Context: an optimization exercise on an open-source flow, tuned for small area. The choices shown serve that exercise and are no tape-out recipe. RTL that was checked went through simulation tests only; none was proved equivalent to the original.

## run a
// SDI_Delay_NB6L295
module SDI_Delay_NB6L295(
    input [10:0]        In_1, In_2, In_3, In_4, In_5, In_6, In_7, In_8,
    input               Clk,
    input               Reset,
    output [7:0]        EN,       
    output reg          SDIN,     
    output reg          SLOAD,    
    output              SCLK      
    );
    reg                 start_clk;
    assign SCLK = start_clk;
    reg [10:0]          In_1_reg, In_2_reg, In_3_reg, In_4_reg, In_5_reg, In_6_reg, In_7_reg, In_8_reg;
    reg [7:0]           select;   
    reg [4:0]           cnt;
    wire idle    = (cnt == 5'd3);
    wire take    = (cnt == 5'd1);
    wire last    = (cnt == 5'd4);
    wire act     = (cnt[4:1] != 4'd1);    
    wire [7:0] above;     
    assign above[7] = 1'b0;
    assign above[6] = select[7];
    assign above[5] = |select[7:6];
    assign above[4] = |select[7:5];
    assign above[3] = |select[7:4];
    assign above[2] = |select[7:3];
    assign above[1] = |select[7:2];
    assign above[0] = |select[7:1];
    wire [7:0] cur  = select & ~above;
    assign EN = ~(cur & {8{act}});
    wire [7:0] ld = {8{take & ~Reset}} & cur;
    wire [7:0] hd = ~ld & {8{~Reset}};
    wire [7:0] diff;
    wire [10:0] d1, d2, d3, d4, d5, d6, d7, d8;
    sdi_chan ch1 (.i(In_1), .r(In_1_reg), .ld(ld[7]), .hd(hd[7]), .d(d1), .diff(diff[7]));
    sdi_chan ch2 (.i(In_2), .r(In_2_reg), .ld(ld[6]), .hd(hd[6]), .d(d2), .diff(diff[6]));
  ...
For scale: about 470 cells after synthesis, ~100 flip-flops, roughly 4900 sq um of cells after synthesis.
==> module SDI_Delay_NB6L295, before the edit <==
module SDI_Delay_NB6L295(
    input [10:0]        In_1, In_2, In_3, In_4, In_5, In_6, In_7, In_8,
    input               Clk,
    input               Reset,
    output [7:0]        EN,       
    output reg          SDIN,     
    output reg          SLOAD,    
    output              SCLK      
    );
    reg                 start_clk;
    assign SCLK = start_clk;
    reg [10:0]          In_1_reg, In_2_reg, In_3_reg, In_4_reg, In_5_reg, In_6_reg, In_7_reg, In_8_reg;
    reg [7:0]           select;   
    reg [4:0]           cnt;
    wire idle    = (cnt == 5'd3);
    wire take    = (cnt == 5'd1);
    wire last    = (cnt == 5'd4);
    wire act     = (cnt[4:1] != 4'd1);    
    wire [7:0] above;     
    assign above[7] = 1'b0;
    assign above[6] = select[7];
    assign above[5] = |select[7:6];
    assign above[4] = |select[7:5];
    assign above[3] = |select[7:4];
    assign above[2] = |select[7:3];
    assign above[1] = |select[7:2];
    assign above[0] = |select[7:1];
    wire [7:0] cur  = select & ~above;
    assign EN = ~(cur & {8{act}});
    wire [7:0] ld = {8{take & ~Reset}} & cur;
    wire [7:0] hd = ~ld & {8{~Reset}};
    wire [7:0] diff;
    wire [10:0] d1, d2, d3, d4, d5, d6, d7, d8;
    sdi_chan ch1 (.i(In_1), .r(In_1_reg), .ld(ld[7]), .hd(hd[7]), .d(d1), .diff(diff[7]));
    sdi_chan ch2 (.i(In_2), .r(In_2_reg), .ld(ld[6]), .hd(hd[6]), .d(d2), .diff(diff[6]));
    sdi_chan ch3 (.i(In_3), .r(In_3_reg), .ld(ld[5]), .hd(hd[5]), .d(d3), .diff(diff[5]));
    sdi_chan ch4 (.i(In_4), .r(In_4_reg), .ld(ld[4]), .hd(hd[4]), .d(d4), .diff(diff[4]));
    sdi_chan ch5 (.i(In_5), .r(In_5_reg), .ld(ld[3]), .hd(hd[3]), .d(d5), .diff(diff[3]));
    sdi_chan ch6 (.i(In_6), .r(In_6_reg), .ld(ld[2]), .hd(hd[2]), .d(d6), .diff(diff[2]));
    sdi_chan ch7 (.i(In_7), .r(In_7_reg), .ld(ld[1]), .hd(hd[1]), .d(d7), .diff(diff[1]));
    sdi_chan ch8 (.i(In_8), .r(In_8_reg), .ld(ld[0]), .hd(hd[0]), .d(d8), .diff(diff[0]));
    always @(posedge Clk) begin
        In_1_reg <= d1;
        In_2_reg <= d2;
        In_3_reg <= d3;
        In_4_reg <= d4;
        In_5_reg <= d5;
        In_6_reg <= d6;
        In_7_reg <= d7;
        In_8_reg <= d8;
    end
    wire [10:0] word;
    genvar j;
    generate
        for (j = 0; j < 11; j = j + 1) begin : g_word
            sdi_sel8 sel (.s(cur), .v({In_1_reg[j], In_2_reg[j], In_3_reg[j], In_4_reg[j],
                                       In_5_reg[j], In_6_reg[j], In_7_reg[j], In_8_reg[j]}),
                          .y(word[j]));
        end
    endgenerate
    wire sbit;
    sdi_bitmux bmux (.a(cnt[4:1]), .w(word), .y(sbit));
    wire [7:0] keep = ~(({8{last}} & cur) | {8{Reset}});
    wire [7:0] select_d = ({8{idle & ~Reset}} & diff) | (select & keep);
    wire       more = |select_d;     
    always @(posedge Clk)
        select <= select_d;
    always @(posedge Clk) begin
        if (Reset) begin
            cnt       <= 5'd3;
            SDIN      <= 1'b0;
            start_clk <= 1'b0;
            SLOAD     <= 1'b0;
        end else begin
            if (idle & ~|diff)
                cnt <= 5'd3;
            else if (last & more)
                cnt <= 5'd1;
            else
                cnt <= cnt - 5'd1;
            SDIN      <= sbit;
            start_clk <= ~cnt[0] & (cnt[4] | cnt[3]);
            SLOAD     <= (cnt == 5'd7);
        end
    end
endmodule
==> module sdi_sel8, before the edit <==
module sdi_sel8(input [7:0] s, input [7:0] v, output y);
    assign y = |(s & v);
endmodule
Settings: LEC_CHECK=0, CAP_MARGIN=20, CORE_MARGIN=2, CORE_UTILIZATION=40, PLACE_DENSITY=0.6, SLEW_MARGIN=20, SYNTH_HIERARCHICAL=1; clock period 5.0 ns.
standard.sh (not shown) runs the stock make flow with config.mk's settings and CLKGATE_MAP_FILE= SYNTH_SCRIPT=/design/flow/synth_recipe.tcl, a recipe that flattens the netlist after the stock synthesis.
==> flow/flow/run.sh <==
#!/bin/bash
# Layout flow: the standard ORFS flow (standard.sh: unchanged synthesis,
# floorplan, power grid, placement, CTS and routing) with these settings:
#  - the buffers that buffer_ports puts on every input and output port are the
#    smallest buffer cell, sky130_fd_sc_hd__buf_1 (timing repair may resize them);
#  - the clock tree is built from sky130_fd_sc_hd__clkbuf_8 without dummy loads;
#  - the buffers ABC inserted are removed at floorplan (repair_design adds back
#    what is needed), and non-critical gates are downsized after global routing.
# make's full output goes to flow_make.log in this folder; each ORFS step
# writes its own log under orfs/logs/.
set -euo pipefail
export BUFFER_PORTS_ARGS="-buffer_cell sky130_fd_sc_hd__buf_1"
export CTS_ARGS="-sink_clustering_enable -repair_clock_nets -buf_list sky130_fd_sc_hd__clkbuf_8 -dont_use_dummy_load"
export REMOVE_ABC_BUFFERS=1
export RECOVER_POWER=100
bash standard.sh finish > flow_make.log 2>&1
Run a ended with every stage complete and zero timing, DRC or antenna violations.
The following lists how run b was set up differently from run a:
-- flow/design.v --
<<< run a, line 67
    always @(posedge Clk)
        select <= select_d;
    always @(posedge Clk) begin
        if (Reset) begin
            cnt       <= 5'd3;
            SDIN      <= 1'b0;
            start_clk <= 1'b0;
            SLOAD     <= 1'b0;
        end else begin
            if (idle & ~|diff)
                cnt <= 5'd3;
            else if (last & more)
                cnt <= 5'd1;
            else
                cnt <= cnt - 5'd1;
            SDIN      <= sbit;
            start_clk <= ~cnt[0] & (cnt[4] | cnt[3]);
            SLOAD     <= (cnt == 5'd7);
        end
    end
endmodule
>>> run b, line 67
    always @(posedge Clk)
        select <= select_d;
    wire hold  = idle & ~|diff;
    wire jump  = last & more;
    wire z1    = ~(cnt[1] | cnt[0]);
    wire z2    = z1 & ~cnt[2];
    wire z3    = z2 & ~cnt[3];
    wire [4:0] cnt_d;
    assign cnt_d[0] = Reset | ~cnt[0] | hold;
    assign cnt_d[1] = Reset | (~jump & ~(cnt[1] ^ cnt[0]));
    assign cnt_d[2] = ~Reset & (cnt[2] ^ z1);
    assign cnt_d[3] = ~Reset & (cnt[3] ^ z2);
    assign cnt_d[4] = ~Reset & (cnt[4] ^ z3);
    always @(posedge Clk) begin
        cnt       <= cnt_d;
        SDIN      <= ~Reset & sbit;
        start_clk <= ~Reset & ~cnt[0] & (cnt[4] | cnt[3]);
        SLOAD     <= ~Reset & (cnt == 5'd7);
    end
endmodule
<<< run a, line 108
endmodule
module sdi_sel8(input [7:0] s, input [7:0] v, output y);
    assign y = |(s & v);
endmodule
module sdi_bitmux(input [3:0] a, input [10:0] w, output y);
>>> run b, line 107
endmodule
module sdi_sel8(input [7:0] s, input [7:0] v, output y);
    wire n0, n1;
    sdi_aoi222 g0 (.a(s[7]), .b(v[7]), .c(s[6]), .d(v[6]), .e(s[5]), .f(v[5]), .y(n0));
    sdi_aoi222 g1 (.a(s[4]), .b(v[4]), .c(s[3]), .d(v[3]), .e(s[2]), .f(v[2]), .y(n1));
    assign y = ~(n0 & n1) | (s[1] & v[1]) | (s[0] & v[0]);
endmodule
module sdi_aoi222(input a, input b, input c, input d, input e, input f, output y);
    assign y = ~((a & b) | (c & d) | (e & f));
endmodule
module sdi_bitmux(input [3:0] a, input [10:0] w, output y);
--- outcome ---
- Looking at portion of the clock cycle consumed by the worst path in the final layout, run b sits above run a.
- Looking at adder and majority cell fraction of the synthesized area, run b sits 0.27 points higher than run a does.
- Comparing the two runs side by side, run b comes out behind run a on DRC marker count from the first detailed-route iteration.
- For run a, the worst-path cell with the longest stage delay was sky130_fd_sc_hd__nor3_1, unlike run b, where it was sky130_fd_sc_hd__nor4_1.
- Compared with run a, run b instantiates a smaller number of cells.
- Summary of run b over run a: area share of and/or/nand/nor cells after synthesis decreased 0.93 points, non-clock buffer total of the final layout down 1, total detailed-routing wirelength lost about 2.6%, area added between synthesis and finish has decreased, highest fanout seen on the critical path barely changed.
- On hold slack: run b sits below run a.
- In the metrics for run a and run b, the one carrying the lower die span in x is run b.
Only the layout flow was run in run a; the RTL was not checked for function there.

* * *

## oak
The RTL this note starts from:
==> flow/design.v <==
`timescale 1ns / 1ps
module SDI_Delay_NB6L295(
    input [10:0]        In_1, In_2, In_3, In_4, In_5, In_6, In_7, In_8,
    input               Clk,
    input               Reset,
    output [7:0]        EN,       
    output reg          SDIN,     
    output reg          SLOAD,    
    output              SCLK      
    );
    reg                 start_clk;
    assign SCLK = start_clk;
    reg [10:0]          In_1_reg, In_2_reg, In_3_reg, In_4_reg, In_5_reg, In_6_reg, In_7_reg, In_8_reg;
    reg [7:0]           select;   
    reg [4:0]           cnt;
    wire idle    = (cnt == 5'd3);
    wire take    = (cnt == 5'd1);
    wire last    = (cnt == 5'd4);
    wire act     = (cnt[4:1] != 4'd1);    
    wire [7:0] above;     
    assign above[7] = 1'b0;
    assign above[6] = select[7];
    assign above[5] = |select[7:6];
    assign above[4] = |select[7:5];
    assign above[3] = |select[7:4];
    assign above[2] = |select[7:3];
    assign above[1] = |select[7:2];
    assign above[0] = |select[7:1];
    wire [7:0] cur  = select & ~above;
    assign EN = ~(cur & {8{act}});
    wire [7:0] ld = {8{take & ~Reset}} & cur;
    wire [7:0] hd = ~ld & {8{~Reset}};
    wire [7:0] diff;
    wire [10:0] d1, d2, d3, d4, d5, d6, d7, d8;
    sdi_chan ch1 (.i(In_1), .r(In_1_reg), .ld(ld[7]), .hd(hd[7]), .d(d1), .diff(diff[7]));
    sdi_chan ch2 (.i(In_2), .r(In_2_reg), .ld(ld[6]), .hd(hd[6]), .d(d2), .diff(diff[6]));
    sdi_chan ch3 (.i(In_3), .r(In_3_reg), .ld(ld[5]), .hd(hd[5]), .d(d3), .diff(diff[5]));
    sdi_chan ch4 (.i(In_4), .r(In_4_reg), .ld(ld[4]), .hd(hd[4]), .d(d4), .diff(diff[4]));
    sdi_chan ch5 (.i(In_5), .r(In_5_reg), .ld(ld[3]), .hd(hd[3]), .d(d5), .diff(diff[3]));
    sdi_chan ch6 (.i(In_6), .r(In_6_reg), .ld(ld[2]), .hd(hd[2]), .d(d6), .diff(diff[2]));
    sdi_chan ch7 (.i(In_7), .r(In_7_reg), .ld(ld[1]), .hd(hd[1]), .d(d7), .diff(diff[1]));
    sdi_chan ch8 (.i(In_8), .r(In_8_reg), .ld(ld[0]), .hd(hd[0]), .d(d8), .diff(diff[0]));
    always @(posedge Clk) begin
        In_1_reg <= d1;
        In_2_reg <= d2;
        In_3_reg <= d3;
        In_4_reg <= d4;
        In_5_reg <= d5;
        In_6_reg <= d6;
        In_7_reg <= d7;
        In_8_reg <= d8;
    end
    wire [10:0] word;
    genvar j;
    generate
        for (j = 0; j < 11; j = j + 1) begin : g_word
            sdi_sel8 sel (.s(cur), .v({In_1_reg[j], In_2_reg[j], In_3_reg[j], In_4_reg[j],
                                       In_5_reg[j], In_6_reg[j], In_7_reg[j], In_8_reg[j]}),
                          .y(word[j]));
        end
    endgenerate
    wire sbit;
    sdi_bitmux bmux (.a(cnt[4:1]), .w(word), .y(sbit));
    wire [7:0] keep = ~(({8{last}} & cur) | {8{Reset}});
    wire [7:0] select_d = ({8{idle & ~Reset}} & diff) | (select & keep);
    wire       more = |select_d;     
    always @(posedge Clk)
        select <= select_d;
    wire hold  = idle & ~|diff;
    wire jump  = last & more;
    wire z1    = ~(cnt[1] | cnt[0]);
    wire z2    = z1 & ~cnt[2];
    wire z3    = z2 & ~cnt[3];
    wire [4:0] cnt_d;
    assign cnt_d[0] = Reset | ~cnt[0] | hold;
    assign cnt_d[1] = Reset | (~jump & ~(cnt[1] ^ cnt[0]));
    assign cnt_d[2] = ~Reset & (cnt[2] ^ z1);
    assign cnt_d[3] = ~Reset & (cnt[3] ^ z2);
    assign cnt_d[4] = ~Reset & (cnt[4] ^ z3);
    always @(posedge Clk) begin
        cnt       <= cnt_d;
        SDIN      <= ~Reset & sbit;
        start_clk <= ~Reset & ~cnt[0] & (cnt[4] | cnt[3]);
        SLOAD     <= ~Reset & (cnt == 5'd7);
    end
endmodule
module sdi_chan(
    input  [10:0] i,      
    input  [10:0] r,      
    input         ld,     
    input         hd,     
    output [10:0] d,      
    output        diff    
    );
    wire [10:0] x;
    genvar j;
    generate
        for (j = 0; j < 11; j = j + 1) begin : g_bit
            sdi_bit b (.i(i[j]), .r(r[j]), .ld(ld), .hd(hd), .d(d[j]), .x(x[j]));
        end
    endgenerate
    assign diff = |x;
endmodule
module sdi_bit(input i, input r, input ld, input hd, output d, output x);
    assign d = (ld & i) | (hd & r);
    assign x = i ^ r;
endmodule
module sdi_sel8(input [7:0] s, input [7:0] v, output y);
    assign y = |(s & v);
endmodule
module sdi_bitmux(input [3:0] a, input [10:0] w, output y);
    wire [15:0] b = {w, 5'd0};
    assign y = b[a];
endmodule
Settings: LEC_CHECK=0, CAP_MARGIN=20, CORE_MARGIN=2, CORE_UTILIZATION=40, PLACE_DENSITY=0.6, SLEW_MARGIN=20, SYNTH_HIERARCHICAL=1; clock period 5.0 ns.
Scripts as last shown in full above: flow/flow/run.sh
> inputs changed (oak -> pine)
-- flow/design.v --
<<< oak, line 67
    always @(posedge Clk)
        select <= select_d;
    wire hold  = idle & ~|diff;
    wire jump  = last & more;
    wire z1    = ~(cnt[1] | cnt[0]);
    wire z2    = z1 & ~cnt[2];
    wire z3    = z2 & ~cnt[3];
    wire [4:0] cnt_d;
    assign cnt_d[0] = Reset | ~cnt[0] | hold;
    assign cnt_d[1] = Reset | (~jump & ~(cnt[1] ^ cnt[0]));
    assign cnt_d[2] = ~Reset & (cnt[2] ^ z1);
    assign cnt_d[3] = ~Reset & (cnt[3] ^ z2);
    assign cnt_d[4] = ~Reset & (cnt[4] ^ z3);
    always @(posedge Clk) begin
        cnt       <= cnt_d;
        SDIN      <= ~Reset & sbit;
        start_clk <= ~Reset & ~cnt[0] & (cnt[4] | cnt[3]);
        SLOAD     <= ~Reset & (cnt == 5'd7);
    end
endmodule
>>> pine, line 67
    always @(posedge Clk)
        select <= select_d;
    always @(posedge Clk) begin
        if (Reset) begin
            cnt       <= 5'd3;
            SDIN      <= 1'b0;
            start_clk <= 1'b0;
            SLOAD     <= 1'b0;
        end else begin
            if (idle & ~|diff)
                cnt <= 5'd3;
            else if (last & more)
                cnt <= 5'd1;
            else
                cnt <= cnt - 5'd1;
            SDIN      <= sbit;
            start_clk <= ~cnt[0] & (cnt[4] | cnt[3]);
            SLOAD     <= (cnt == 5'd7);
        end
    end
endmodule
<<< oak, line 107
endmodule
module sdi_sel8(input [7:0] s, input [7:0] v, output y);
    assign y = |(s & v);
endmodule
module sdi_bitmux(input [3:0] a, input [10:0] w, output y);
>>> pine, line 108
endmodule
module sdi_sel8(input [7:0] s, input [7:0] v, output y);
    wire n0, n1, n2;
    sdi_aoi222 g0 (.a(s[7]), .b(v[7]), .c(s[6]), .d(v[6]), .e(s[5]), .f(v[5]), .y(n0));
    sdi_aoi222 g1 (.a(s[4]), .b(v[4]), .c(s[3]), .d(v[3]), .e(s[2]), .f(v[2]), .y(n1));
    sdi_aoi22  g2 (.a(s[1]), .b(v[1]), .c(s[0]), .d(v[0]), .y(n2));
    assign y = ~(n0 & n1 & n2);
endmodule
module sdi_aoi222(input a, input b, input c, input d, input e, input f, output y);
    assign y = ~((a & b) | (c & d) | (e & f));
endmodule
module sdi_aoi22(input a, input b, input c, input d, output y);
    assign y = ~((a & b) | (c & d));
endmodule
module sdi_bitmux(input [3:0] a, input [10:0] w, output y);
## What came out
pine against oak: routed wire length now smaller; critical path depth now larger; data-path buffer share of cell area in the final layout comparable. Compared with oak, in pine count of placed standard cells including taps -1.3%, overall global routing resource usage -0.48 points. In the flow results for oak and pine, the sequential share of cell area is larger on oak. pine has worst setup slack after layout above what oak had. For pine, the highest-delay cell along the critical path was nor2_1, unlike oak, where it was nor4_1.
The RTL of pine was laid out without a check of its function.

afterwards: timing with drivers on the ports:
In the flow no input, the clock included, has a driving cell. The finished layouts below were timed again as built, in two steps.
Step 1 sets driving cells, clkbuf_16 on the clock port and buf_2 on the other inputs (assumed; they add their load-dependent delay and slew).
Step 2 also shifts input and output timing later by t, the mid clock arrival at the registers, as if the neighbouring blocks saw the same clock.
Three values: ideal ports, drivers, drivers and shift; two values: the first two.
| run | t, ns | setup slack, ns | clock arrival spread, ns |
|---|---|---|---|
| run a | 0.417 | 1.390 / 1.353 / 0.993 | 0.030 / 0.029 |
| run b | 0.394 | 1.259 / 1.224 / 1.101 | 0.023 / 0.022 |
| oak | 0.407 | 1.226 / 1.192 / 0.964 | 0.020 / 0.020 |
| pine | 0.400 | 1.365 / 1.378 / 0.978 | 0.024 / 0.024 |
After both steps every run listed still meets setup and hold. For run a, which loses most, drivers alone change the setup slack by -0.037 ns; drivers and shift together by -0.397 ns.
